What follows belongs to an exercise in optimizing a design on an open flow for small area, a short achievable clock period and few clock cycles; a production flow would make more cautious choices. No functional check of the RTL was part of any run shown here. Power and IR drop assume default switching activity.

<file path="design.v">
module mest_pro_ctrlr(
    input  clk,
    input  i_reset_n,
    input  i_start,
    input  i_redirect,
    input  i_halt,
    output o_start,
    output reg o_run,
    output reg o_issue,
    output reg o_all_done
);
reg  halted;
wire start = i_start & ~o_run & ~halted & ~o_all_done;
assign o_start = start;
always @(posedge clk or negedge i_reset_n)
begin
    if (~i_reset_n) begin
        o_run      <= 1'b0;
        o_issue    <= 1'b0;
        halted     <= 1'b0;
        o_all_done <= 1'b0;
    end else begin
        o_run      <= start | (o_run & ~i_halt);
        o_issue    <= start | (o_run & ~i_halt & ~i_redirect);
        halted     <= i_halt;
        o_all_done <= halted;
    end
end
endmodule
module mest_pro_fetch(
    input  clk,
    input  i_reset_n,
    input  i_run,
    input  i_start,
    input  i_jmp,
    input  i_ret,
    input  [7:0] i_const_K,
    output [15:0] o_prog_counter
);
reg [15:0] pc;
reg [15:0] ret_pc;
wire [15:0] pc_inc = pc + 16'd1;
always @(posedge clk or negedge i_reset_n)
begin
    if (~i_reset_n) begin
        pc     <= 16'd0;
        ret_pc <= 16'd0;
    end else begin
        if (i_jmp)
            ret_pc <= pc;
        if (~i_run)
            pc <= {15'd0, i_start};
        else if (i_jmp)
            pc <= {8'd0, i_const_K};
        else if (i_ret)
            pc <= ret_pc;
        else
            pc <= pc_inc;
    end
end
assign o_prog_counter = pc;
endmodule
module mest_pro_decode(
    input  clk,
    input  i_reset_n,
    input  i_issue,
    input  [27:0] i_instr,
    output reg o_valid,
    output reg o_s0,
    output reg o_cin,
    output reg [7:0] o_a,
    output reg [7:1] o_bm,
    output reg [8:0] o_y
);
wire [3:0] op = i_instr[27:24];
wire [7:0] a  = i_instr[15:8];
wire [7:0] b  = i_instr[7:0];
wire       mul = (op == 4'd2);
reg [7:0] x;
reg [8:0] y;
always @(*)
begin
    x = 8'd0;
    y = 9'd0;
    case (op)
    4'd0: begin x = a; y = {1'b0, b}; end
    4'd1: begin x = a; y = ~{1'b0, b}; end
    4'd2: x = a;
    4'd3: x = a & b;
    4'd4: x = a | b;
    4'd5: x = {1'b0, a[7:1]};
    4'd6: begin x = {a[6:0], 1'b0}; y = {a[7], 8'd0}; end
    4'd7: begin x = ~a; y = {1'b1, 8'd0}; end
    default: ;
    endcase
end
always @(posedge clk or negedge i_reset_n)
begin
    if (~i_reset_n)
        o_valid <= 1'b0;
    else
        o_valid <= i_issue;
end
always @(posedge clk)
begin
    o_s0  <= mul ? b[0] : 1'b1;
    o_bm  <= mul ? b[7:1] : 7'd0;
    o_cin <= (op == 4'd1);
    o_a   <= x;
    o_y   <= y;
end
endmodule
module mest_pro_exec(
    input  clk,
    input  i_reset_n,
    input  i_valid,
    input  i_s0,
    input  i_cin,
    input  [7:0] i_a,
    input  [7:1] i_bm,
    input  [8:0] i_y,
    output reg o_valid_result,
    output reg [7:0] o_result,
    output reg o_carry,
    output reg o_zero_flag
);
wire p_1 = i_y[0] ^ i_cin ^ (i_a[0] & i_s0);
wire p_2 = (i_y[0] & i_cin) | ((i_a[0] & i_s0) & (i_y[0] ^ i_cin));
wire p_3 = (i_a[1] & i_s0) ^ ((i_a[0] & i_bm[1]) | i_y[1]) ^ p_2;
wire p_4 = ((i_a[1] & i_s0) & ((i_a[0] & i_bm[1]) | i_y[1])) | (p_2 & ((i_a[1] & i_s0) ^ ((i_a[0] & i_bm[1]) | i_y[1])));
wire p_5 = (i_a[2] & i_s0) ^ (i_a[0] & i_bm[2]);
wire p_6 = (i_a[2] & i_s0) & (i_a[0] & i_bm[2]);
wire p_7 = ((i_a[1] & i_bm[1]) | i_y[2]) ^ p_5 ^ p_4;
wire p_8 = (((i_a[1] & i_bm[1]) | i_y[2]) & p_5) | (p_4 & (((i_a[1] & i_bm[1]) | i_y[2]) ^ p_5));
wire p_9 = (i_a[3] & i_s0) ^ (i_a[1] & i_bm[2]) ^ (i_a[0] & i_bm[3]);
wire p_10 = ((i_a[3] & i_s0) & (i_a[1] & i_bm[2])) | ((i_a[0] & i_bm[3]) & ((i_a[3] & i_s0) ^ (i_a[1] & i_bm[2])));
wire p_11 = ((i_a[2] & i_bm[1]) | i_y[3]) ^ p_6;
wire p_12 = ((i_a[2] & i_bm[1]) | i_y[3]) & p_6;
wire p_13 = (i_a[4] & i_s0) ^ (i_a[2] & i_bm[2]) ^ (i_a[1] & i_bm[3]);
wire p_14 = ((i_a[4] & i_s0) & (i_a[2] & i_bm[2])) | ((i_a[1] & i_bm[3]) & ((i_a[4] & i_s0) ^ (i_a[2] & i_bm[2])));
wire p_15 = (i_a[0] & i_bm[4]) ^ ((i_a[3] & i_bm[1]) | i_y[4]) ^ p_10;
wire p_16 = ((i_a[0] & i_bm[4]) & ((i_a[3] & i_bm[1]) | i_y[4])) | (p_10 & ((i_a[0] & i_bm[4]) ^ ((i_a[3] & i_bm[1]) | i_y[4])));
wire p_17 = (i_a[5] & i_s0) ^ (i_a[3] & i_bm[2]) ^ (i_a[2] & i_bm[3]);
wire p_18 = ((i_a[5] & i_s0) & (i_a[3] & i_bm[2])) | ((i_a[2] & i_bm[3]) & ((i_a[5] & i_s0) ^ (i_a[3] & i_bm[2])));
wire p_19 = (i_a[1] & i_bm[4]) ^ (i_a[0] & i_bm[5]) ^ ((i_a[4] & i_bm[1]) | i_y[5]);
wire p_20 = ((i_a[1] & i_bm[4]) & (i_a[0] & i_bm[5])) | (((i_a[4] & i_bm[1]) | i_y[5]) & ((i_a[1] & i_bm[4]) ^ (i_a[0] & i_bm[5])));
wire p_21 = p_14 ^ p_17;
wire p_22 = p_14 & p_17;
wire p_23 = (i_a[6] & i_s0) ^ (i_a[4] & i_bm[2]) ^ (i_a[3] & i_bm[3]);
wire p_24 = ((i_a[6] & i_s0) & (i_a[4] & i_bm[2])) | ((i_a[3] & i_bm[3]) & ((i_a[6] & i_s0) ^ (i_a[4] & i_bm[2])));
wire p_25 = (i_a[2] & i_bm[4]) ^ (i_a[1] & i_bm[5]) ^ (i_a[0] & i_bm[6]);
wire p_26 = ((i_a[2] & i_bm[4]) & (i_a[1] & i_bm[5])) | ((i_a[0] & i_bm[6]) & ((i_a[2] & i_bm[4]) ^ (i_a[1] & i_bm[5])));
wire p_27 = ((i_a[5] & i_bm[1]) | i_y[6]) ^ p_18 ^ p_20;
wire p_28 = (((i_a[5] & i_bm[1]) | i_y[6]) & p_18) | (p_20 & (((i_a[5] & i_bm[1]) | i_y[6]) ^ p_18));
wire p_29 = p_23 ^ p_25;
wire p_30 = p_23 & p_25;
wire p_31 = (i_a[7] & i_s0) ^ (i_a[5] & i_bm[2]) ^ (i_a[4] & i_bm[3]);
wire p_32 = ((i_a[7] & i_s0) & (i_a[5] & i_bm[2])) | ((i_a[4] & i_bm[3]) & ((i_a[7] & i_s0) ^ (i_a[5] & i_bm[2])));
wire p_33 = (i_a[3] & i_bm[4]) ^ (i_a[2] & i_bm[5]) ^ (i_a[1] & i_bm[6]);
wire p_34 = ((i_a[3] & i_bm[4]) & (i_a[2] & i_bm[5])) | ((i_a[1] & i_bm[6]) & ((i_a[3] & i_bm[4]) ^ (i_a[2] & i_bm[5])));
wire p_35 = (i_a[0] & i_bm[7]) ^ ((i_a[6] & i_bm[1]) | i_y[7]) ^ p_24;
wire p_36 = ((i_a[0] & i_bm[7]) & ((i_a[6] & i_bm[1]) | i_y[7])) | (p_24 & ((i_a[0] & i_bm[7]) ^ ((i_a[6] & i_bm[1]) | i_y[7])));
wire p_37 = p_26 ^ p_31 ^ p_33;
wire p_38 = (p_26 & p_31) | (p_33 & (p_26 ^ p_31));
wire p_39 = p_30 ^ p_28;
wire p_40 = p_30 & p_28;
wire p_41 = (i_a[6] & i_bm[2]) ^ (i_a[5] & i_bm[3]) ^ (i_a[4] & i_bm[4]);
wire p_42 = (i_a[3] & i_bm[5]) ^ (i_a[2] & i_bm[6]) ^ (i_a[1] & i_bm[7]);
wire p_43 = ((i_a[7] & i_bm[1]) | i_y[8]) ^ p_32 ^ p_34;
wire p_44 = p_41 ^ p_42 ^ p_36;
wire p_45 = p_43 ^ p_38 ^ p_40;
reg [19:0] q;
reg v1;
always @(posedge clk)
begin
    q[0] <= p_1;
    q[1] <= p_3;
    q[2] <= p_7;
    q[3] <= p_11;
    q[4] <= p_9;
    q[5] <= p_8;
    q[6] <= p_12;
    q[7] <= p_13;
    q[8] <= p_15;
    q[9] <= p_19;
    q[10] <= p_16;
    q[11] <= p_21;
    q[12] <= p_22;
    q[13] <= p_27;
    q[14] <= p_29;
    q[15] <= p_35;
    q[16] <= p_37;
    q[17] <= p_39;
    q[18] <= p_44;
    q[19] <= p_45;
end
wire s_1 = q[3] ^ q[4];
wire s_2 = q[3] & q[4];
wire s_3 = q[6] ^ q[7] ^ q[8];
wire s_4 = (q[6] & q[7]) | (q[8] & (q[6] ^ q[7]));
wire s_5 = q[9] ^ q[10] ^ q[11];
wire s_6 = (q[9] & q[10]) | (q[11] & (q[9] ^ q[10]));
wire s_7 = q[12] ^ q[13] ^ q[14];
wire s_8 = (q[12] & q[13]) | (q[14] & (q[12] ^ q[13]));
wire s_9 = q[15] ^ q[16] ^ q[17];
wire s_10 = (q[15] & q[16]) | (q[17] & (q[15] ^ q[16]));
wire s_11 = q[18] ^ q[19];
wire [5:0] fx, fy;
assign fx[0] = q[5];
assign fx[1] = s_2;
assign fx[2] = s_4;
assign fx[3] = s_6;
assign fx[4] = s_8;
assign fx[5] = s_10;
assign fy[0] = s_1;
assign fy[1] = s_3;
assign fy[2] = s_5;
assign fy[3] = s_7;
assign fy[4] = s_9;
assign fy[5] = s_11;
wire [5:0] ag = fx & fy;
wire [5:0] ap = fx ^ fy;
wire ag0_1 = ag[1] | (ap[1] & ag[0]);
wire ap0_1 = ap[1] & ap[0];
wire ag0_3 = ag[3] | (ap[3] & ag[2]);
wire ap0_3 = ap[3] & ap[2];
wire ag0_5 = ag[5] | (ap[5] & ag[4]);
wire ap0_5 = ap[5] & ap[4];
wire ag1_2 = ag[2] | (ap[2] & ag0_1);
wire ap1_2 = ap[2] & ap0_1;
wire ag1_3 = ag0_3 | (ap0_3 & ag0_1);
wire ap1_3 = ap0_3 & ap0_1;
wire ag2_4 = ag[4] | (ap[4] & ag1_3);
wire ap2_4 = ap[4] & ap1_3;
wire ag2_5 = ag0_5 | (ap0_5 & ag1_3);
wire ap2_5 = ap0_5 & ap1_3;
wire [5:0] rh = {ap[5] ^ ag2_4, ap[4] ^ ag1_3, ap[3] ^ ag1_2, ap[2] ^ ag0_1, ap[1] ^ ag[0], ap[0]};
wire       zh = ((fx ^ fy) == {fx[4:0] | fy[4:0], 1'b0});
wire [8:0] r = {rh, {q[2], q[1], q[0]}};
wire       zero = zh & ~(|{q[2], q[1], q[0]});
always @(posedge clk or negedge i_reset_n)
begin
    if (~i_reset_n) begin
        v1             <= 1'b0;
        o_valid_result <= 1'b0;
    end else begin
        v1             <= i_valid;
        o_valid_result <= v1;
    end
end
always @(posedge clk)
begin
    o_result    <= r[7:0];
    o_carry     <= r[8];
    o_zero_flag <= zero;
end
endmodule
module mest_pro#(
    parameter OP_CODE_SIZE     = 4,
    parameter INSTRUCTION_SIZE = OP_CODE_SIZE + 8 + 8 + 8,
    parameter ROM_DEPTH = 65536
)(
    input clk,
    input i_reset_n,
    input i_start,
    output [$clog2(ROM_DEPTH)-1  :0] o_prog_counter,
    input [INSTRUCTION_SIZE-1    :0] i_instruction,
    output [8-1 :0] o_result,
    output o_valid_result,
    output o_carry,
    output o_zero_flag,
    output o_all_done
);
wire       issue;       
wire       run;         
wire       start;
wire [3:0] op   = i_instruction[27:24];
wire       is_jmp  = issue & (op == 4'd8);
wire       is_ret  = issue & (op == 4'd9);
wire       is_halt = issue & (op == 4'd15);
wire       x_s0, x_cin;
wire [7:0] x_a;
wire [7:1] x_bm;
wire [8:0] x_y;
wire       x_valid;
mest_pro_ctrlr u_ctrlr(
    .clk        (clk),
    .i_reset_n  (i_reset_n),
    .i_start    (i_start),
    .i_redirect (is_jmp | is_ret),
    .i_halt     (is_halt),
    .o_start    (start),
    .o_run      (run),
    .o_issue    (issue),
    .o_all_done (o_all_done)
);
mest_pro_fetch u_fetch(
    .clk            (clk),
    .i_reset_n      (i_reset_n),
    .i_run          (run),
    .i_start        (start),
    .i_jmp          (is_jmp),
    .i_ret          (is_ret),
    .i_const_K      (i_instruction[23:16]),
    .o_prog_counter (o_prog_counter)
);
mest_pro_decode u_decode(
    .clk        (clk),
    .i_reset_n  (i_reset_n),
    .i_issue    (issue),
    .i_instr    (i_instruction),
    .o_valid    (x_valid),
    .o_s0       (x_s0),
    .o_cin      (x_cin),
    .o_a        (x_a),
    .o_bm       (x_bm),
    .o_y        (x_y)
);
mest_pro_exec u_exec(
    .clk            (clk),
    .i_reset_n      (i_reset_n),
    .i_valid        (x_valid),
    .i_s0           (x_s0),
    .i_cin          (x_cin),
    .i_a            (x_a),
    .i_bm           (x_bm),
    .i_y            (x_y),
    .o_valid_result (o_valid_result),
    .o_result       (o_result),
    .o_carry        (o_carry),
    .o_zero_flag    (o_zero_flag)
);
endmodule
</file>
<file path="flow/run.sh">
#!/bin/bash
# Layout: the standard synthesis, then the standard ORFS steps with plain
# buffers (not delay cells) on the ports and free resizing.
set -euo pipefail
bash standard.sh synth > synth.log 2>&1
bash standard.sh BUFFER_PORTS_ARGS="-buffer_cell sky130_fd_sc_hd__buf_1" MATCH_CELL_FOOTPRINT=0 finish > layout.log 2>&1
</file>
<file path="standard.sh">
#!/bin/bash
# synth_recipe.tcl (not shown) runs the flow's synth.tcl, then flattens the netlist and writes it again
# the make line also repeats each setting of config.mk as NAME=value (left out here)
make -C /OpenROAD-flow-scripts/flow DESIGN_CONFIG=/design/flow/config.mk WORK_HOME=/design/flow/orfs CLKGATE_MAP_FILE= SYNTH_SCRIPT=/design/flow/synth_recipe.tcl "${@:-finish}"
</file>
<file path="config.mk">
export PLATFORM = sky130hd
export DESIGN_NAME = mest_pro
export DESIGN_NICKNAME = mest_pro
export VERILOG_FILES = /design/flow/design.v
export SDC_FILE = /design/flow/constraint.sdc
export NUM_CORES = 4
export LEC_CHECK = 0
export ABC_AREA = 1
export CAP_MARGIN = 20
export CORE_MARGIN = 2
export CORE_UTILIZATION = 60
export CTS_BUF_LIST = sky130_fd_sc_hd__clkbuf_8
export SETUP_SLACK_MARGIN = 2.9
export SLEW_MARGIN = 20
</file>
<file path="constraint.sdc">
create_clock -name core_clock -period 5.0 [get_ports {clk}]
set_input_delay 1.0000 -clock core_clock [delete_from_list [all_inputs] [get_ports {clk}]]
set_output_delay 1.0000 -clock core_clock [all_outputs]
set_load 0.01 [all_outputs]
</file>
==> flow_summary.toml, run 1 <==
[outcome]
status = "finished clean"

[clocking]
clock_path_buffers = 2
clkSlewWorstSetupHoldPaths_ns = 0.09
cts_sinks = 95
cts_tree = "done"
cts_root_buffer = "clkbuf_8"
cts_max_level = 3
insertion_delay_ns = 0.35
cts_buffers = 9
cts_hold_buf = 0

[floorplan]
rows = 32
core-area_sq_mm = 0.00781
die_area_sq_mm = 0.00887
io_pins = 59
initial_core_util_pct = 62.5
chipHeight_um = 94.2
die_x_um = 94.2

[pwr]
power.leakage_uw = 0.00271
vdd_drop_max_uv = 295
power_density_mw_per_mm2 = 381

[worst_setup_path]
start_kind = "flip-flop"
worst_setup_path_end_kind = "flip-flop"
path_class = "reg2reg"
crit_arrival_ns = 2.43
path_max_fanout = 3
worst_ep_required_time_ns = 5.26

[placement]
port_buffers = 58
gp_congestion = 0.849
place_inst = 749
dp_hpwl_um = 7310
dpl-instance-area_sq_mm = 0.00515

[synthesis]
synth_area_leaders = "dfxtp_1, dfrtp_1, nand2_1"
ys_types = 31
synthArstFlopShare_pct = 41.1
postSynthCellCount = 601
synth_seq_cells = 95
yosysMostFrequentCell = "nand2_1"
seq_area_frac_synth_pct = 43.0
synth_common_cells = "nand2_1, inv_1, nor2_1, dfxtp_1, o21ai_0"
ys.flop_type = "dfxtp_1"
yosysTopAreaCell = "dfxtp_1"
syn_area_sq_mm = 0.00488
synth-edff-count = 0
yosysTopAreaCellShare_pct = 23.0
synth_warnings = 4
syn_area_per_cell_sq_um = 8.12
synth_nets = 671

[final_layout]
num_antenna_cells = 0
stdcell_area_sq_mm = 0.00556
area_growth_pct = 13.9
layout-drive-gt1-share_pct = 10.6
fin_nets = 737
fin_cells = 774

[grt]
grt_pass1_vias = 3806
globalRouteOverflowTotal = 0
grt_max_degree = 40
antenna_found_initial = 0
gr-usage-all-layers_pct = 24.5
grt_pass1_wl_um = 17100

[timing]
setup_viol = 0
hold_violations = 0
finalCriticalPeriod_ns = 2.17
final_max_slew_viol_count = 0
rsz0062_at_grt = "yes"
maxSlewHeadroom_pct = 41.9
worstMarginPinSlew_ns = 0.872
max_freq_mhz = 460
totalNegativeSetupSlack_ns = 0
fin_worst_skew_ns = 0.0106
fin_crit_sh_pct = 43.5

[detailed_routing]
drc = 0
m1WireLength_um = 4600
avgViaCountPerCell = 5.07
wl_met2_um = 4670
post_drt_wl_per_cell_um = 12.8
drtIter0Drc = 189
dr.max_layer_used = "met4"
ant_nets = 0
wl_met3_um = 509
vias = 3922
wirelength_um = 9920
dr.pass1.iters = 5

[flow_run]
maxCapViolCount = 0

[worst_hold_path]
hold_path.class = "reg2reg"
==> per-stage QoR <==
stage,util (%),hold WS [ns],total power (uW),setup slack (ns)
2_1_floorplan,-,0.331,1350,2.89
3_3_place_gp,65.9,0.335,1500,2.61
3_5_place_dp,65.9,0.346,1520,2.54
4_1_cts,70.1,0.366,2120,2.86
5_1_grt,71.2,0.370,2260,2.79
6_report,71.2,0.362,2120,2.83
==> cell type report <==
type                            instances  area (sq um)
Sequential cell                        95          2120
Inverter                               99           374
Timing Repair Buffer                   67           289
Clock inverter                          6           101
Clock buffer                           10           138
Tap cell                              102           128
Fill cell                             654          2250
Multi-Input combinational cell        395          2400
==> state kept, by name, indices dropped and copies added (netlist names) <==
name / flops
u_exec.o_zero_flag: 1
u_decode.o_valid: 1
u_decode.o_y: 9
u_ctrlr.o_run: 1
u_decode.o_bm: 7
u_decode.o_s0: 1
u_exec.q: 20
u_exec.v1: 1
u_fetch.ret_pc: 16
u_ctrlr.o_issue: 1
u_exec.o_carry: 1
u_decode.o_a: 8
u_ctrlr.o_all_done: 1
u_ctrlr.halted: 1
u_decode.o_cin: 1
u_exec.o_valid_result: 1
u_fetch.pc: 16
u_exec.o_result: 8
==> cell families after synthesis <==
logic type	Yosys count	synth area share [%]
xor+xnor	13	2.33
simple gates	260	22.0
fa+ha+maj	39	13.4
buf+inv	111	9.23
compound gates	83	10.1
flops	95	43.0
==> cell usage in the layout, fill, tap and decap left out, types with 9 or more instances in the layout <==
cell type    n
fa_1        18
nand4_1      9
ha_1        14
buf_1       55
nor2_1      59
dfrtp_1     39
dfxtp_1     44
clkbuf_8    10
nand2_1    148
a21oi_1     10
inv_1       96
o21ai_0     46
buf_4        9
nand3_1     29
==> critical path: stages, from the launching register on <==
cell      delay (ns)
dfxtp_2         0.33
inv_2           0.04
fa_1            0.57
inv_2           0.06
ha_4            0.28
nand2_2         0.05
nor2_2          0.12
a211oi_2        0.05
fa_2            0.54
inv_2           0.04
==> where the power goes <==
part	switching, uW	internal (uW)	total, uW
clock	249	341	590
combinational	303	191	494
sequential	128	908	1040
==> repair_timing <==
item	4_1_cts	5_1_grt
pin swaps	7	6
endpoints found under the setup margin	3	50
gates resized for setup	15	25
setup buffers	6	3
==> layer usage <==
| layer | global-route usage, % | up-vias |
|---|---|---|
| li1 | - | 1994 |
| met1 | 33.8 | 1813 |
| met2 | 40.2 | 102 |
| met3 | 3.85 | 13 |
| met4 | 7.00 | 0 |
| met5 | 0 | - |
==> path summary, 6_finish.rpt <==
check | startpoint | to | slack (ns) | cells after the start
max in group asynchronous | i_reset_n | u_fetch.pc[13] | 3.69 | 1
worst min-delay path | u_exec.v1 | u_exec.o_valid_result | 0.36 | 0
min in group asynchronous | i_reset_n | u_exec.v1 | 0.75 | 1
worst min register to register | u_exec.v1 | u_exec.o_valid_result | 0.36 | 0
worst max-delay path | u_exec.q[14] | u_exec.o_result[7] | 2.83 | 9
worst max register to register | u_exec.q[14] | u_exec.o_result[7] | 2.83 | 9
==> run 2, diff against run 1 <==
--- a/config.mk
+++ b/config.mk
@@ -10,5 +10,5 @@
 export CORE_MARGIN = 2
 export CORE_UTILIZATION = 60
 export CTS_BUF_LIST = sky130_fd_sc_hd__clkbuf_8
-export SETUP_SLACK_MARGIN = 2.9
+export SETUP_SLACK_MARGIN = 3.05
 export SLEW_MARGIN = 20
==> run 2 against run 1 <==
Still clean on timing, DRC and antenna. Routed wire length decreased by 0.42%. Die area unchanged. Design area increased by 2.2%. Cell count increased by 1.9%. First-iteration DRC count increased by 33%. Fmax increased by 1.9%. Global-route usage decreased by 0.24 points. Non-clock buffer count increased by 15. Largest cell class unchanged. Highest routed layer unchanged.
==> flow_summary.toml, run 2 <==
[pwr]
power_density_mw_per_mm2 = 383
p_sw_uw = 694
power.leakage_uw = 0.00279
p_seq_share_pct = 46.0
vdd_drop_max_uv = 282
internal_power_uw = 1480
p_clk_share_pct = 26.3
combPwrFrac_pct = 27.6
netSwitchingFraction_pct = 31.9

[worst_setup_path]
path_delay_family = "adder cells"
path_class = "reg2reg"
cp_cell_sequence = "fa_1 > inv_2 > fa_2 > nor2_2 > a211oi_2 > fa_2 > inv_1"
crit_arrival_ns = 2.38
start_kind = "flip-flop"
worst_ep_required_time_ns = 5.25
worst_setup_path_end_kind = "flip-flop"
slowest_stage = "fa_1"
path_max_fanout = 2
cp_common_cell = "fa_2"
critPathMaxStageDelay_ns = 0.57
cp_num_buf_inv = 2

[final_layout]
layout-drive-gt1-share_pct = 13.5
multi_input_area_sq_mm = 0.00241
final_cell_mix = "nand2_1, inv_1, nor2_1"
ff_latch_area_sq_mm = 0.00213
top_register = "u_exec.q"
num-fill-cells = 634
area_growth_pct = 16.4
final_core_util_pct = 72.8
num_antenna_cells = 0
stdcell_area_sq_mm = 0.00568
fin_nets = 752
layout_commonest_cell = "nand2_1"
reg_top3 = "u_exec.q (20), u_fetch.pc (16), u_fetch.ret_pc (16)"
largest_register_ffs = 20

[grt]
gr-usage-all-layers_pct = 24.3
grt_pass1_vias = 3702
globalRouteOverflowTotal = 0
grt_util_met2_pct = 38.4
grt_max_degree = 40
antenna_found_initial = 0
use_met1_pct = 34.5
busiest_layer = "met2"
met3_usage_pct = 3.53
grt_pass1_wl_um = 17000

[detailed_routing]
post_drt_wl_per_cell_um = 12.5
dr.pass1.iters = 5
drc = 0
wirelength_um = 9880
drtIter0Drc = 252
ant_nets = 0
vias = 3987
avgViaCountPerCell = 5.05

[floorplan]
core-area_sq_mm = 0.00781
rows = 32
die_x_um = 94.2
initial_core_util_pct = 62.5
io_pins = 59
chipHeight_um = 94.2
die_area_sq_mm = 0.00887

[placement]
dp_hpwl_um = 7270
port_buffers = 58
gp_congestion = 0.887
dpl-instance-area_sq_mm = 0.00519

[timing]
final_max_slew_viol_count = 0
maxSlewHeadroom_pct = 41.5
fin_crit_sh_pct = 42.7
finalCriticalPeriod_ns = 2.13
hold_violations = 0
setup_viol = 0
fin_worst_skew_ns = 0.0149
totalNegativeSetupSlack_ns = 0
whs_ns = 0.356
rsz0062_at_grt = "yes"
max_freq_mhz = 469
worstMarginPinSlew_ns = 0.877

[clocking]
cts_hold_buf = 0
cts_sinks = 95
cts_buffers = 9
clkSlewWorstSetupHoldPaths_ns = 0.09
cts_max_level = 3
clock_path_buffers = 2
cts_tree = "done"
insertion_delay_ns = 0.35
cts_root_buffer = "clkbuf_8"

[synthesis]
seq_area_frac_synth_pct = 43.0
synth_common_cells = "nand2_1, inv_1, nor2_1, dfxtp_1, o21ai_0"
yosysTopAreaCell = "dfxtp_1"
syn_area_per_cell_sq_um = 8.12
yosysTopAreaCellShare_pct = 23.0
ys.flop_type = "dfxtp_1"
synth_seq_cells = 95
synthArstFlopShare_pct = 41.1
ys_types = 31
synth_warnings = 4
postSynthCellCount = 601
synth-edff-count = 0
synth_area_leaders = "dfxtp_1, dfrtp_1, nand2_1"
yosysMostFrequentCell = "nand2_1"
synth_nets = 671
syn_area_sq_mm = 0.00488

[worst_hold_path]
hold_path.class = "reg2reg"

[flow_run]
maxCapViolCount = 0

[outcome]
status = "finished clean"
-- run 2: changes by cell type in the layout (fill, tap and decap cells not counted), sizes merged --
cell / change
buf: +12
clkbuf: +2
clkinv: +1
-- run 2: power groups by stage --
stage	sequential [uW]	combinational [uW]	clock [uW]
2_1_floorplan	1040	315	0
3_3_place_gp	1050	456	0
3_5_place_dp	1050	471	0
4_1_cts	1010	562	582
5_1_grt	1020	679	615
6_report	1000	601	574
-- run 2: cell families after synthesis --
family | count (synthesis) | share of synthesized area, %
and+or+nand+nor | 260 | 22.0
xor gates and xnor gates | 13 | 2.33
DFF | 95 | 43.0
adders and majority gates | 39 | 13.4
buffers and inverters | 111 | 9.23
AOI/OAI and AO/OA | 83 | 10.1
-- run 2: what timing repair did --
item / in CTS / in global routing
setup endpoints to repair: 54 / 54
pin swaps: 8 / 8
buffers inserted: 16 / 8
resized for setup: 19 / 21
hold endpoints to repair: 0 / 0
-- run 2: worst paths after layout --
check	slack (ns)	endpoint	cells past startpoint	startpoint
max	2.87	u_exec.o_result[7]	7	u_exec.q[7]
min	0.36	u_exec.o_result[2]	0	u_exec.q[2]
min reg2reg	0.36	u_exec.o_result[2]	0	u_exec.q[2]
min in group asynchronous	0.75	u_exec.o_valid_result	1	i_reset_n
max reg2reg	2.87	u_exec.o_result[7]	7	u_exec.q[7]
max in group asynchronous	3.66	u_fetch.pc[2]	1	i_reset_n
-- run 2: routing by layer --
metal,wire [um],vias up
met2,4550,124
met5,0,-
li1,-,2035
met3,423,13
met1,4780,1815
met4,126,0
-- run 2: through the flow --
stage	setup slack [ns]	power, uW	cells
after floorplan	2.92	1360	601
after global placement	2.61	1500	749
after detailed placement	2.52	1520	749
after CTS	2.86	2150	781
after global routing	2.81	2310	789
final	2.87	2180	789
-- run 2: layout make-up --
| cell class | count | area share, % |
|---|---|---|
| multi-input combinational | 395 | 42.4 |
| sequential | 95 | 37.4 |
| timing repair buffer | 82 | 7.20 |
| inverter | 99 | 6.63 |
| tap | 102 | 2.25 |
| clock buffer | 9 | 2.18 |
| clock inverter | 7 | 1.87 |
==> run 3, diff against run 2 <==
--- a/config.mk
+++ b/config.mk
@@ -10,5 +10,5 @@
 export CORE_MARGIN = 2
 export CORE_UTILIZATION = 60
 export CTS_BUF_LIST = sky130_fd_sc_hd__clkbuf_8
-export SETUP_SLACK_MARGIN = 3.05
+export SETUP_SLACK_MARGIN = 2.95
 export SLEW_MARGIN = 20
==> run 3 against run 2 <==
Setup slack got worse by 0.030 ns. Critical endpoint unchanged. Largest power group unchanged. Sequential power up 4%. Fmax fell by 1.4%. Largest cell class unchanged. Die area stayed put. Flip-flop and latch count stayed put. Synthesized cell count unchanged. Combinational power shrank 17%. Clock-buffer cell count is the same.
==> flow_summary.toml, run 3 <==
[placement]
dp_hpwl_um = 7460
pre_cts_slack_ns = 2.55
port_buffers = 58
gp_congestion = 0.868
place_inst = 749

[final_layout]
largest_register_ffs = 20
top_register = "u_exec.q"
fin_cells = 776
layout-drive-gt1-share_pct = 11.7
reg_top3 = "u_exec.q (20), u_fetch.pc (16), u_fetch.ret_pc (16)"
layout_commonest_cell = "nand2_1"
fin_nets = 739
num_antenna_cells = 0
final_cell_mix = "nand2_1, inv_1, nor2_1"
multi_input_area_sq_mm = 0.00240
ff_latch_area_sq_mm = 0.00212
area_growth_pct = 12.9
num-fill-cells = 655

[clocking]
cts_tree = "done"
clkSlewWorstSetupHoldPaths_ns = 0.09
cts_sinks = 95
insertion_delay_ns = 0.36
cts_max_level = 3
cts_buffers = 9
clock_path_buffers = 2
cts_root_buffer = "clkbuf_8"

[synthesis]
synth_common_cells = "nand2_1, inv_1, nor2_1, dfxtp_1, o21ai_0"
synth_warnings = 4
ys_types = 31
synth_nets = 671
synthAdderAreaFrac_pct = 13.4
seq_area_frac_synth_pct = 43.0
yosysTopAreaCell = "dfxtp_1"
yosys.area_share.simple_pct = 22.0
synthArstFlopShare_pct = 41.1
postSynthCellCount = 601
synth_compound_area_share_pct = 10.1
synth_top_family_by_area = "simple AND/OR/NAND/NOR gates"
synth_seq_cells = 95
synthXorXnorAreaFrac_pct = 2.33
synthMuxAreaShare_pct = 0
yosysTopAreaCellShare_pct = 23.0
yosysMostFrequentCell = "nand2_1"
synth_area_leaders = "dfxtp_1, dfrtp_1, nand2_1"
syn_area_per_cell_sq_um = 8.12
ys.flop_type = "dfxtp_1"
syn_area_sq_mm = 0.00488
synth-edff-count = 0

[pwr]
power.leakage_uw = 0.00266
finalPower_uw = 1970
power_density_mw_per_mm2 = 358
vdd_drop_max_uv = 296

[detailed_routing]
drtIter0Drc = 136
post_drt_wl_per_cell_um = 12.8
wirelength_um = 9910
dr.pass1.iters = 5
drc = 0
vias = 3925
ant_nets = 0
avgViaCountPerCell = 5.06

[worst_setup_path]
path_max_fanout = 2
path_class = "reg2reg"
r2r_setup_slack_ns = 2.84
worst_ep_required_time_ns = 5.26
start_kind = "flip-flop"
worst_setup_path_end_kind = "flip-flop"
crit_arrival_ns = 2.42

[timing]
totalNegativeSetupSlack_ns = 0
setup_viol = 0
rsz0062_at_grt = "yes"
finalCriticalPeriod_ns = 2.16
fin_ws_ns = 2.84
max_freq_mhz = 462
maxSlewHeadroom_pct = 41.4
hold_violations = 0
fin_crit_sh_pct = 43.3
worstMarginPinSlew_ns = 0.880
final_max_slew_viol_count = 0
fin_worst_skew_ns = 0.0130
whs_ns = 0.353

[floorplan]
io_pins = 59
core-area_sq_mm = 0.00781
die_x_um = 94.2
rows = 32
die_area_sq_mm = 0.00887
initial_core_util_pct = 62.5
chipHeight_um = 94.2

[grt]
grt_max_degree = 40
gr-usage-all-layers_pct = 24.2
grt_pass1_wl_um = 17000
antenna_found_initial = 0
globalRouteOverflowTotal = 0
grt_pass1_vias = 3801

[flow_run]
maxCapViolCount = 0

[outcome]
status = "finished clean"

[worst_hold_path]
hold_path.class = "reg2reg"
[run 3: per-layer routing]
layer  track usage (%)  up-vias  routed length (um)  part of all wire, %
li1                  -     2006                   -                    -
met2              39.2       86                4660                   47
met4              9.06        0                 140                  1.4
met5                 0        -                   0                    0
met1              32.9     1820                4800                   48
met3              3.77       13                 302                  3.0
[run 3: final timing paths]
kind,startpoint,depth (start not counted),endpoint
max in group asynchronous,i_reset_n,1,u_fetch.pc[2]
hold / removal,u_exec.q[2],0,u_exec.o_result[2]
min in group asynchronous,i_reset_n,1,u_exec.o_valid_result
setup reg to reg,u_exec.q[11],9,u_exec.o_result[7]
setup / recovery,u_exec.q[11],9,u_exec.o_result[7]
hold reg to reg,u_exec.q[2],0,u_exec.o_result[2]
[run 3: critical path, stage by stage, from the launching register on]
cell,delay [ns]
dfxtp_2,0.33
inv_2,0.03
fa_1,0.58
inv_2,0.07
ha_4,0.27
nand2_2,0.06
nor2_2,0.13
a211oi_2,0.05
fa_2,0.51
inv_1,0.04
[run 3: logic make-up (layout without fill, tap and decap cells)]
| logic type | after synthesis | in the layout |
|---|---|---|
| AOI/OAI and AO/OA | 83 | 83 |
| xor gates and xnor gates | 13 | 13 |
| adders and majority gates | 39 | 39 |
| buffers and inverters | 111 | 184 |
| DFF | 95 | 95 |
| and+or+nand+nor | 260 | 260 |
[run 3: what timing repair did]
item                       4_1_cts  5_1_grt
hold buffers                     0        0
setup endpoints to repair        5       31
pin swaps                        8       13
gates resized for setup         17       23
setup buffers                    7        4
[run 3: where the power goes]
| part | leakage, uW | internal [uW] | switching (uW) |
|---|---|---|---|
| clock network | 0.0000815 | 176 | 256 |
| logic | 0.00161 | 196 | 303 |
| registers | 0.000970 | 909 | 130 |
[run 3: per-stage QoR]
step / cell area, sq um / util, %
2_1_floorplan: 4910 / -
3_3_place_gp: 5180 / 66.4
3_5_place_dp: 5180 / 66.4
4_1_cts: 5420 / 69.4
5_1_grt: 5510 / 70.5
6_report: 5510 / 70.5
[run 3: area by class of cell]
type	count	share of cell area (%)
multi-input combinational	395	43.6
tap	102	2.32
sequential	95	38.6
timing repair buffer	69	5.66
clock buffer	9	2.25
inverter	99	6.79
clock inverter	7	0.773
==> run 4, diff against run 3 <==
--- a/config.mk
+++ b/config.mk
@@ -8,7 +8,7 @@
 export ABC_AREA = 1
 export CAP_MARGIN = 20
 export CORE_MARGIN = 2
-export CORE_UTILIZATION = 60
+export CORE_UTILIZATION = 70
 export CTS_BUF_LIST = sky130_fd_sc_hd__clkbuf_8
 export SETUP_SLACK_MARGIN = 2.95
 export SLEW_MARGIN = 20
==> run 4 against run 3 <==
Flip-flop and latch count stayed put. Routed wire length is 1.2% lower. First-iteration DRC count is 54% higher. Sequential power hardly changed. Highest routed layer unchanged. Non-clock buffer count stayed put. Register-to-register slack hardly changed. Fmax hardly changed. Synthesized area stayed put. Design area is 0.20% lower. Cell count is 2.8% lower.
==> flow_summary.toml, run 4 <==
[outcome]
status = "finished clean"

[detailed_routing]
drc = 0
post_drt_wl_per_cell_um = 13.0
ant_nets = 0
wirelength_um = 9790
dr.pass1.iters = 7
vias = 4004
avgViaCountPerCell = 5.31
drtIter0Drc = 210

[timing]
fin_ws_ns = 2.84
rsz0062_at_grt = "yes"
totalNegativeSetupSlack_ns = 0
final_max_slew_viol_count = 0
fin_crit_sh_pct = 43.2
worstMarginPinSlew_ns = 0.852
setup_viol = 0
hold_violations = 0
maxSlewHeadroom_pct = 43.2
max_freq_mhz = 463
finalCriticalPeriod_ns = 2.16
fin_worst_skew_ns = 0.0141

[final_layout]
layout_commonest_cell = "nand2_1"
largest_register_ffs = 20
num-fill-cells = 449
reg_top3 = "u_exec.q (20), u_fetch.pc (16), u_fetch.ret_pc (16)"
area_growth_pct = 12.6
top_register = "u_exec.q"
stdcell_area_sq_mm = 0.00550
fin_nets = 739
final_cell_mix = "nand2_1, inv_1, nor2_1"
layout-drive-gt1-share_pct = 10.2
num_antenna_cells = 0

[grt]
gr-usage-all-layers_pct = 26.8
grt_max_degree = 40
grt_pass1_wl_um = 16000
antenna_found_initial = 0
grt_pass1_vias = 3666
globalRouteOverflowTotal = 0

[floorplan]
core-area_sq_mm = 0.00676
chipHeight_um = 87.5
initial_core_util_pct = 72.2
io_pins = 59
die_x_um = 87.5
rows = 30
die_area_sq_mm = 0.00765

[synthesis]
seq_area_frac_synth_pct = 43.0
syn_area_per_cell_sq_um = 8.12
ys.flop_type = "dfxtp_1"
postSynthCellCount = 601
synth_area_leaders = "dfxtp_1, dfrtp_1, nand2_1"
synthArstFlopShare_pct = 41.1
ys_types = 31
synth_warnings = 4
synth_nets = 671
yosysTopAreaCell = "dfxtp_1"
synth_seq_cells = 95
yosysMostFrequentCell = "nand2_1"
yosysTopAreaCellShare_pct = 23.0
syn_area_sq_mm = 0.00488
synth-edff-count = 0
synth_common_cells = "nand2_1, inv_1, nor2_1, dfxtp_1, o21ai_0"

[placement]
pre_cts_slack_ns = 2.51
port_buffers = 58
gp_congestion = 0.859
dpl-instance-area_sq_mm = 0.00515
dp_hpwl_um = 7080

[clocking]
insertion_delay_ns = 0.35
clkSlewWorstSetupHoldPaths_ns = 0.08
clock_path_buffers = 2
cts_tree = "done"
cts_sinks = 95
cts_max_level = 3
cts_root_buffer = "clkbuf_8"
cts_buffers = 9

[pwr]
power.leakage_uw = 0.00269
vdd_drop_max_uv = 269
power_density_mw_per_mm2 = 374
finalPower_uw = 2060

[worst_hold_path]
hold_path.class = "reg2reg"

[worst_setup_path]
worst_ep_required_time_ns = 5.26
worst_setup_path_end_kind = "flip-flop"
start_kind = "flip-flop"
path_class = "reg2reg"
path_max_fanout = 4
r2r_setup_slack_ns = 2.84
crit_arrival_ns = 2.42

[flow_run]
maxCapViolCount = 0
run 4: cell counts after synthesis:
No cell type changed its count.
run 4: cell families (layout without fill, tap and decap cells):
| kind of cell | count (synthesis) | count (layout) | synth area share, % |
|---|---|---|---|
| XOR/XNOR | 13 | 13 | 2.33 |
| AO/OA/AOI/OAI | 83 | 83 | 10.1 |
| adder cells (fa/ha/maj) | 39 | 39 | 13.4 |
| buffers and inverters | 111 | 184 | 9.23 |
| AND/OR/NAND/NOR | 260 | 260 | 22.0 |
| flip-flops | 95 | 95 | 43.0 |
run 4: worst max-delay path, cell delays in order, from the launching register on:
cell and delay, ns:
dfxtp_2 0.33, inv_2 0.04, fa_1 0.57, inv_2 0.06, ha_4 0.28, nand2_2 0.06
nor2_2 0.12, a211oi_2 0.05, fa_2 0.51, inv_1 0.04
run 4: final timing paths:
path	from	end	cells past startpoint
setup / recovery	u_exec.q[12]	u_exec.o_result[7]	9
hold / removal	u_exec.q[1]	u_exec.o_result[1]	0
setup reg to reg	u_exec.q[12]	u_exec.o_result[7]	9
hold reg to reg	u_exec.q[1]	u_exec.o_result[1]	0
max in group asynchronous	i_reset_n	u_fetch.pc[2]	1
min in group asynchronous	i_reset_n	u_exec.o_valid_result	1
run 4: what timing repair did:
item / 4_1_cts / 5_1_grt
setup buffers: 5 / 6
setup endpoints to repair: 12 / 24
pin swaps: 7 / 14
cloned: 0 / 0
gates resized for setup: 11 / 15
hold buffers: 0 / 0
hold endpoints to repair: 0 / 0
run 4: per-layer routing:
layer  wire (um)  up-vias  track usage [%]
met4         167        0             9.51
li1            -     2005                -
met5           0        -                0
met3         426       14             3.79
met1        4520     1865             36.5
met2        4680      120             44.1
run 4: power by group:
group / switching (uW) / internal [uW] / total (uW)
clock network: 245 / 275 / 520
logic: 306 / 195 / 501
registers: 127 / 909 / 1040
run 4: through the flow:
step / hold WS [ns] / instances / utilization (%)
2_1_floorplan: 0.331 / 601 / -
3_3_place_gp: 0.336 / 727 / 76.3
3_5_place_dp: 0.339 / 727 / 76.3
4_1_cts: 0.359 / 748 / 80.2
5_1_grt: 0.366 / 754 / 81.3
6_report: 0.358 / 754 / 81.3
run 4: layout make-up:
class                      instances  area, sq um  share of cell area [%]
sequential                        95         2110                    38.5
multi-input combinational        395         2400                    43.6
tap                               80          100                    1.82
timing repair buffer              69          305                    5.56
inverter                          99          374                    6.81
clock inverter                     7         82.6                    1.50
clock buffer                       9          124                    2.25
==> run 5, diff against run 4 <==
--- a/config.mk
+++ b/config.mk
@@ -8,7 +8,7 @@
 export ABC_AREA = 1
 export CAP_MARGIN = 20
 export CORE_MARGIN = 2
-export CORE_UTILIZATION = 70
+export CORE_UTILIZATION = 50
 export CTS_BUF_LIST = sky130_fd_sc_hd__clkbuf_8
 export SETUP_SLACK_MARGIN = 2.95
 export SLEW_MARGIN = 20
==> run 5 against run 4 <==
Clock-buffer cell count rose by 1. Non-clock buffer count is 2 lower. Worst hold slack got worse by 0.0023 ns. First-iteration DRC count shrank 15%. Global-route usage fell by 7.2 points. Via count fell by 2.2%. Synthesized area is the same. Setup slack better by 0.044 ns. Critical path depth decreased by 2. Design area up 0.87%. Synthesized cell count stayed put. Clock skew down 0.0053 ns. Critical endpoint unchanged. Highest routed layer unchanged.
==> flow_summary.toml, run 5 <==
[detailed_routing]
vias = 3917
avgViaCountPerCell = 4.87
ant_nets = 0
drtIter0Drc = 178
wirelength_um = 9890
drc = 0
post_drt_wl_per_cell_um = 12.3
dr.pass1.iters = 5

[placement]
place_inst = 780
pre_cts_slack_ns = 2.51
dpl-instance-area_sq_mm = 0.00522
dp_hpwl_um = 7450
gp_congestion = 0.830
port_buffers = 58

[floorplan]
rows = 36
chipHeight_um = 103
core-area_sq_mm = 0.00964
die_area_sq_mm = 0.0106
die_x_um = 103
initial_core_util_pct = 50.6
io_pins = 59

[final_layout]
stdcell_area_sq_mm = 0.00554
final_cell_mix = "nand2_1, inv_1, nor2_1"
multi_input_area_sq_mm = 0.00239
fin_nets = 737
ff_latch_area_sq_mm = 0.00212
fin_cells = 805
reg_top3 = "u_exec.q (20), u_fetch.pc (16), u_fetch.ret_pc (16)"
largest_register_ffs = 20
num-fill-cells = 926
layout-drive-gt1-share_pct = 10.4
top_register = "u_exec.q"
num_antenna_cells = 0
area_growth_pct = 13.6
layout_commonest_cell = "nand2_1"

[synthesis]
synth_nets = 671
synth-edff-count = 0
synth_warnings = 4
syn_area_per_cell_sq_um = 8.12
synthArstFlopShare_pct = 41.1
synth_area_leaders = "dfxtp_1, dfrtp_1, nand2_1"
ys.flop_type = "dfxtp_1"
synth_common_cells = "nand2_1, inv_1, nor2_1, dfxtp_1, o21ai_0"
synth_seq_cells = 95
syn_area_sq_mm = 0.00488
seq_area_frac_synth_pct = 43.0
ys_types = 31
postSynthCellCount = 601
yosysMostFrequentCell = "nand2_1"
yosysTopAreaCellShare_pct = 23.0
yosysTopAreaCell = "dfxtp_1"

[timing]
maxSlewHeadroom_pct = 41.3
hold_violations = 0
whs_ns = 0.356
worstMarginPinSlew_ns = 0.880
fin_worst_skew_ns = 0.00871
fin_ws_ns = 2.88
rsz0062_at_grt = "yes"
totalNegativeSetupSlack_ns = 0
max_freq_mhz = 472
setup_viol = 0
final_max_slew_viol_count = 0
finalCriticalPeriod_ns = 2.12
fin_crit_sh_pct = 42.3

[clocking]
cts_tree = "done"
cts_max_level = 3
cts_hold_buf = 0
clkSlewWorstSetupHoldPaths_ns = 0.09
insertion_delay_ns = 0.35
cts_sinks = 95
cts_root_buffer = "clkbuf_8"
cts_buffers = 9
clock_path_buffers = 2

[grt]
grt_max_degree = 40
globalRouteOverflowTotal = 0
grt_pass1_wl_um = 16300
grt_pass1_vias = 3613
antenna_found_initial = 0
gr-usage-all-layers_pct = 19.7

[worst_setup_path]
start_kind = "flip-flop"
worst_ep_required_time_ns = 5.27
r2r_setup_slack_ns = 2.88
path_class = "reg2reg"
ff2ff_path_depth = 7
reg2reg_from = "u_exec.q[8]"
crit_arrival_ns = 2.38
worst_setup_path_end_kind = "flip-flop"
path_max_fanout = 2
rr_endpoint = "u_exec.o_result[7]"

[outcome]
status = "finished clean"

[pwr]
p_seq_share_pct = 50.8
netSwitchingFraction_pct = 34.1
combPwrFrac_pct = 23.8
p_clk_share_pct = 25.4
p_sw_uw = 696
vdd_drop_max_uv = 309
power.leakage_uw = 0.00268
internal_power_uw = 1340
power_density_mw_per_mm2 = 368

[worst_hold_path]
min_from = "u_exec.v1"
hold_path.class = "reg2reg"
holdPathStages = 0
holdPathEnd = "u_exec.o_valid_result"

[flow_run]
maxCapViolCount = 0
run 5: metal layers:
layer  share of wire (%)  GRT usage (%)
met1                  51           27.5
met2                  44           31.1
met3                 4.0           2.85
met4                 1.3           7.59
met5                   0              0
run 5: how the worst max path moves through the flow:
stage | startpoint | endpoint | slack [ns] | cells after the start
2_1_floorplan | u_exec.q[12] | u_exec.o_result[7] | 2.92 | 9
3_3_place_gp | i_instruction[26] | u_fetch.pc[2] | 2.59 | 7
3_5_place_dp | i_instruction[27] | u_fetch.pc[2] | 2.51 | 6
4_1_cts | u_exec.q[8] | u_exec.o_result[7] | 2.89 | 7
5_1_grt | u_exec.q[8] | u_exec.o_result[7] | 2.82 | 7
6_report | u_exec.q[8] | u_exec.o_result[7] | 2.88 | 7
run 5: logic make-up (layout without fill, tap and decap cells):
logic type,Yosys count,in the layout,synth area share (%)
buf+inv,111,182,9.23
fa+ha+maj,39,39,13.4
flops,95,95,43.0
xor+xnor,13,13,2.33
compound gates,83,83,10.1
simple gates,260,260,22.0
run 5: power by group through the flow:
stage / sequential (uW) / clock [uW] / combinational, uW
floorplan: 1040 / 0 / 315
global placement: 1050 / 0 / 459
detailed placement: 1050 / 0 / 471
CTS: 1040 / 533 / 486
global route: 1060 / 568 / 556
finish: 1040 / 518 / 485
run 5: per-stage QoR:
stage | utilization [%] | power [uW]
2_1_floorplan | - | 1360
3_3_place_gp | 54.2 | 1510
3_5_place_dp | 54.2 | 1520
4_1_cts | 57.1 | 2060
5_1_grt | 57.5 | 2180
6_report | 57.5 | 2040
run 5: timing repair:
item	in CTS	in global routing
buffers inserted	7	2
resized for setup	16	10
endpoints found under the hold margin	0	0
endpoints found under the setup margin	17	28
pin swaps	9	2
run 5: critical path: stages (launching register included):
cell	delay, ns
dfxtp_1	0.33
fa_1	0.57
inv_2	0.06
fa_2	0.34
nor2_2	0.13
a211oi_2	0.05
fa_2	0.51
inv_1	0.03
run 5: final cells by class:
cell class	count	area share, %
Timing Repair Buffer	67	5.19
Clock inverter	6	1.22
Multi-Input combinational cell	395	43.1
Tap cell	133	3.00
Sequential cell	95	38.3
Clock buffer	10	2.48
Inverter	99	6.75
==> run 6, diff against run 5 <==
--- a/config.mk
+++ b/config.mk
@@ -8,7 +8,7 @@
 export ABC_AREA = 1
 export CAP_MARGIN = 20
 export CORE_MARGIN = 2
-export CORE_UTILIZATION = 50
-export CTS_BUF_LIST = sky130_fd_sc_hd__clkbuf_8
-export SETUP_SLACK_MARGIN = 2.95
+export CORE_UTILIZATION = 60
+export CTS_BUF_LIST = sky130_fd_sc_hd__clkbuf_4 sky130_fd_sc_hd__clkbuf_8
+export SETUP_SLACK_MARGIN = 3.0
 export SLEW_MARGIN = 20
==> run 6 against run 5 <==
First-iteration DRC count is 5.6% lower. Fmax is 1.5% lower. Sequential share of layout area is 0.095 points lower. Combinational power is about 10% higher. Critical path depth is 2 higher. Die area is 16% lower. Cell count is 2.9% lower. Clock skew is 0.0089 ns higher. Global-route usage is 4.2 points higher. Flip-flop and latch count stayed put. Synthesized cell count stayed put. Largest cell class unchanged.
==> flow_summary.toml, run 6 <==
[synthesis]
synth-edff-count = 0
synth_warnings = 4
yosysTopAreaCell = "dfxtp_1"
syn_area_per_cell_sq_um = 8.12
synth_seq_cells = 95
ys.flop_type = "dfxtp_1"
syn_area_sq_mm = 0.00488
synth_common_cells = "nand2_1, inv_1, nor2_1, dfxtp_1, o21ai_0"
postSynthCellCount = 601
yosysMostFrequentCell = "nand2_1"
seq_area_frac_synth_pct = 43.0
yosysTopAreaCellShare_pct = 23.0
ys_types = 31
synth_area_leaders = "dfxtp_1, dfrtp_1, nand2_1"
synthArstFlopShare_pct = 41.1
synth_nets = 671

[detailed_routing]
drc = 0
dr.pass1.iters = 5
drtIter0Drc = 168
vias = 3924
wirelength_um = 9880
post_drt_wl_per_cell_um = 12.6
avgViaCountPerCell = 5.02
ant_nets = 0

[pwr]
p_seq_share_pct = 50.9
power_density_mw_per_mm2 = 362
netSwitchingFraction_pct = 34.8
p_sw_uw = 703
internal_power_uw = 1320
p_clk_share_pct = 22.6
vdd_drop_max_uv = 266
power.leakage_uw = 0.00270
combPwrFrac_pct = 26.5

[worst_setup_path]
worst_ep_required_time_ns = 5.24
r2r_setup_slack_ns = 2.85
ff2ff_path_depth = 9
rr_endpoint = "u_exec.o_carry"
path_max_fanout = 5
worst_setup_path_end_kind = "flip-flop"
reg2reg_from = "u_exec.q[12]"
start_kind = "flip-flop"
path_class = "reg2reg"
crit_arrival_ns = 2.39

[timing]
worstMarginPinSlew_ns = 0.860
finalCriticalPeriod_ns = 2.15
totalNegativeSetupSlack_ns = 0
setup_viol = 0
final_max_slew_viol_count = 0
fin_crit_sh_pct = 43.0
hold_violations = 0
max_freq_mhz = 465
fin_worst_skew_ns = 0.0176
maxSlewHeadroom_pct = 42.6
rsz0062_at_grt = "yes"

[placement]
gp_congestion = 0.844
dp_hpwl_um = 7280
place_inst = 749
port_buffers = 58

[clocking]
insertion_delay_ns = 0.36
cts_max_level = 3
cts_buffers = 9
cts_hold_buf = 0
clock_path_buffers = 2
cts_sinks = 95
clkSlewWorstSetupHoldPaths_ns = 0.09
cts_root_buffer = "clkbuf_8"
cts_tree = "done"

[final_layout]
layout-drive-gt1-share_pct = 13.4
reg_top3 = "u_exec.q (20), u_fetch.pc (16), u_fetch.ret_pc (16)"
largest_register_ffs = 20
num-fill-cells = 636
multi_input_area_sq_mm = 0.00241
num_antenna_cells = 0
fin_nets = 745
area_growth_pct = 14.4
final_cell_mix = "nand2_1, inv_1, nor2_1"
layout_commonest_cell = "nand2_1"
fin_cells = 782
top_register = "u_exec.q"
ff_latch_area_sq_mm = 0.00213

[grt]
grt_max_degree = 40
gr-usage-all-layers_pct = 23.9
antenna_found_initial = 0
grt_pass1_vias = 3672
grt_pass1_wl_um = 16600
globalRouteOverflowTotal = 0

[floorplan]
chipHeight_um = 94.2
rows = 32
die_area_sq_mm = 0.00887
io_pins = 59
initial_core_util_pct = 62.5
die_x_um = 94.2
core-area_sq_mm = 0.00781

[worst_hold_path]
hold_path.class = "reg2reg"
min_from = "u_exec.q[2]"
holdPathEnd = "u_exec.o_result[2]"
holdPathStages = 0

[outcome]
status = "finished clean"

[flow_run]
maxCapViolCount = 0
[run 6: cell counts after synthesis]
No cell type changed its count.
[run 6: per-layer routing]
metal  vias to the layer above  part of all wire, %  global-route usage [%]
li1                       2015                    -                       -
met1                      1806                   48                    33.2
met2                        96                   47                    39.0
met3                         7                  4.2                    2.89
met4                         0                  1.0                    7.73
met5                         -                    0                       0
[run 6: worst max path at each step]
stage | depth (start not counted) | endpoint | from
finish | 9 | u_exec.o_carry | u_exec.q[12]
global route | 9 | u_exec.o_result[7] | u_exec.q[12]
CTS | 7 | u_exec.o_result[7] | u_exec.q[8]
detailed placement | 7 | u_fetch.pc[3] | i_instruction[26]
global placement | 7 | u_fetch.pc[2] | i_instruction[26]
floorplan | 9 | u_exec.o_result[7] | u_exec.q[12]
[run 6: cells by family (layout without fill, tap and decap cells)]
family / count (synthesis) / count (layout) / synth area share, %
XOR/XNOR: 13 / 13 / 2.33
AND/OR/NAND/NOR: 260 / 260 / 22.0
adder cells (fa/ha/maj): 39 / 39 / 13.4
flip-flops: 95 / 95 / 43.0
AO/OA/AOI/OAI: 83 / 83 / 10.1
buffers and inverters: 111 / 190 / 9.23
[run 6: per-stage QoR]
step	hold WS [ns]	util [%]	setup WS, ns	power (uW)	area (sq um)
floorplan	0.331	-	2.92	1360	4920
global placement	0.337	66.4	2.62	1500	5190
detailed placement	0.337	66.4	2.52	1520	5190
CTS	0.357	69.6	2.86	1990	5430
global route	0.363	71.5	2.77	2140	5580
finish	0.355	71.5	2.85	2020	5580
[run 6: cell type report]
cell class | count | share of cell area, %
Clock buffer | 11 | 2.49
Clock inverter | 5 | 0.628
Inverter | 99 | 6.70
Multi-Input combinational cell | 395 | 43.2
Sequential cell | 95 | 38.2
Tap cell | 102 | 2.29
Timing Repair Buffer | 75 | 6.52
[run 6: power by group through the flow]
stage	combinational (uW)	sequential, uW	clock [uW]
2_1_floorplan	315	1040	0
3_3_place_gp	457	1050	0
3_5_place_dp	474	1050	0
4_1_cts	496	1030	464
5_1_grt	608	1040	492
6_report	535	1030	456
[run 6: critical path, stage by stage, from the launching register on]
cell      delay [ns]
dfxtp_2         0.33
inv_2           0.03
fa_1            0.58
inv_2           0.06
ha_4            0.29
nand2_2         0.05
nor2_2          0.11
a211oi_2        0.05
fa_2            0.36
xor2_2          0.18
[run 6: timing repair]
action / CTS / global route
endpoints found under the setup margin: 30 / 44
gates resized for setup: 18 / 23
pin swaps: 7 / 8
endpoints found under the hold margin: 0 / 0
buffers inserted: 5 / 12

==> separate check: timing with driven ports <==
No port has a modelled driver above. Below, the same layouts with a new extraction and two added sets of constraints.
Step 1, drivers: a clkbuf_16 drives clk and a buf_2 each remaining input, both assumed.
Step 2 adds t to the input delays and takes it off the output delays; t is the mean of the earliest and latest rising clock arrival at the registers after step 1. Input paths then give back, and output paths get back, about the clock's delay inside the block.
Three values: ideal ports, drivers, drivers and shift; two values: the first two.
run	t (ns)	setup slack, ns	worst setup path after step 2	slew at the worst register clock pin (ns)
run 1	0.379	2.826 / 2.826 / 2.660	input to register	0.09 / 0.09
run 2	0.375	2.866 / 2.866 / 2.786	input to register	0.10 / 0.10
run 3	0.377	2.837 / 2.837 / 2.684	input to register	0.10 / 0.10
run 4	0.382	2.838 / 2.838 / 2.602	input to register	0.09 / 0.09
run 5	0.382	2.883 / 2.883 / 2.615	input to register	0.09 / 0.09
run 6	0.388	2.850 / 2.850 / 2.748	input to register	0.10 / 0.10
After both steps setup and hold are still met in every run listed. The setup slack of run 5, which loses most, moves by 0.000 ns with the drivers and by -0.268 ns with both steps.
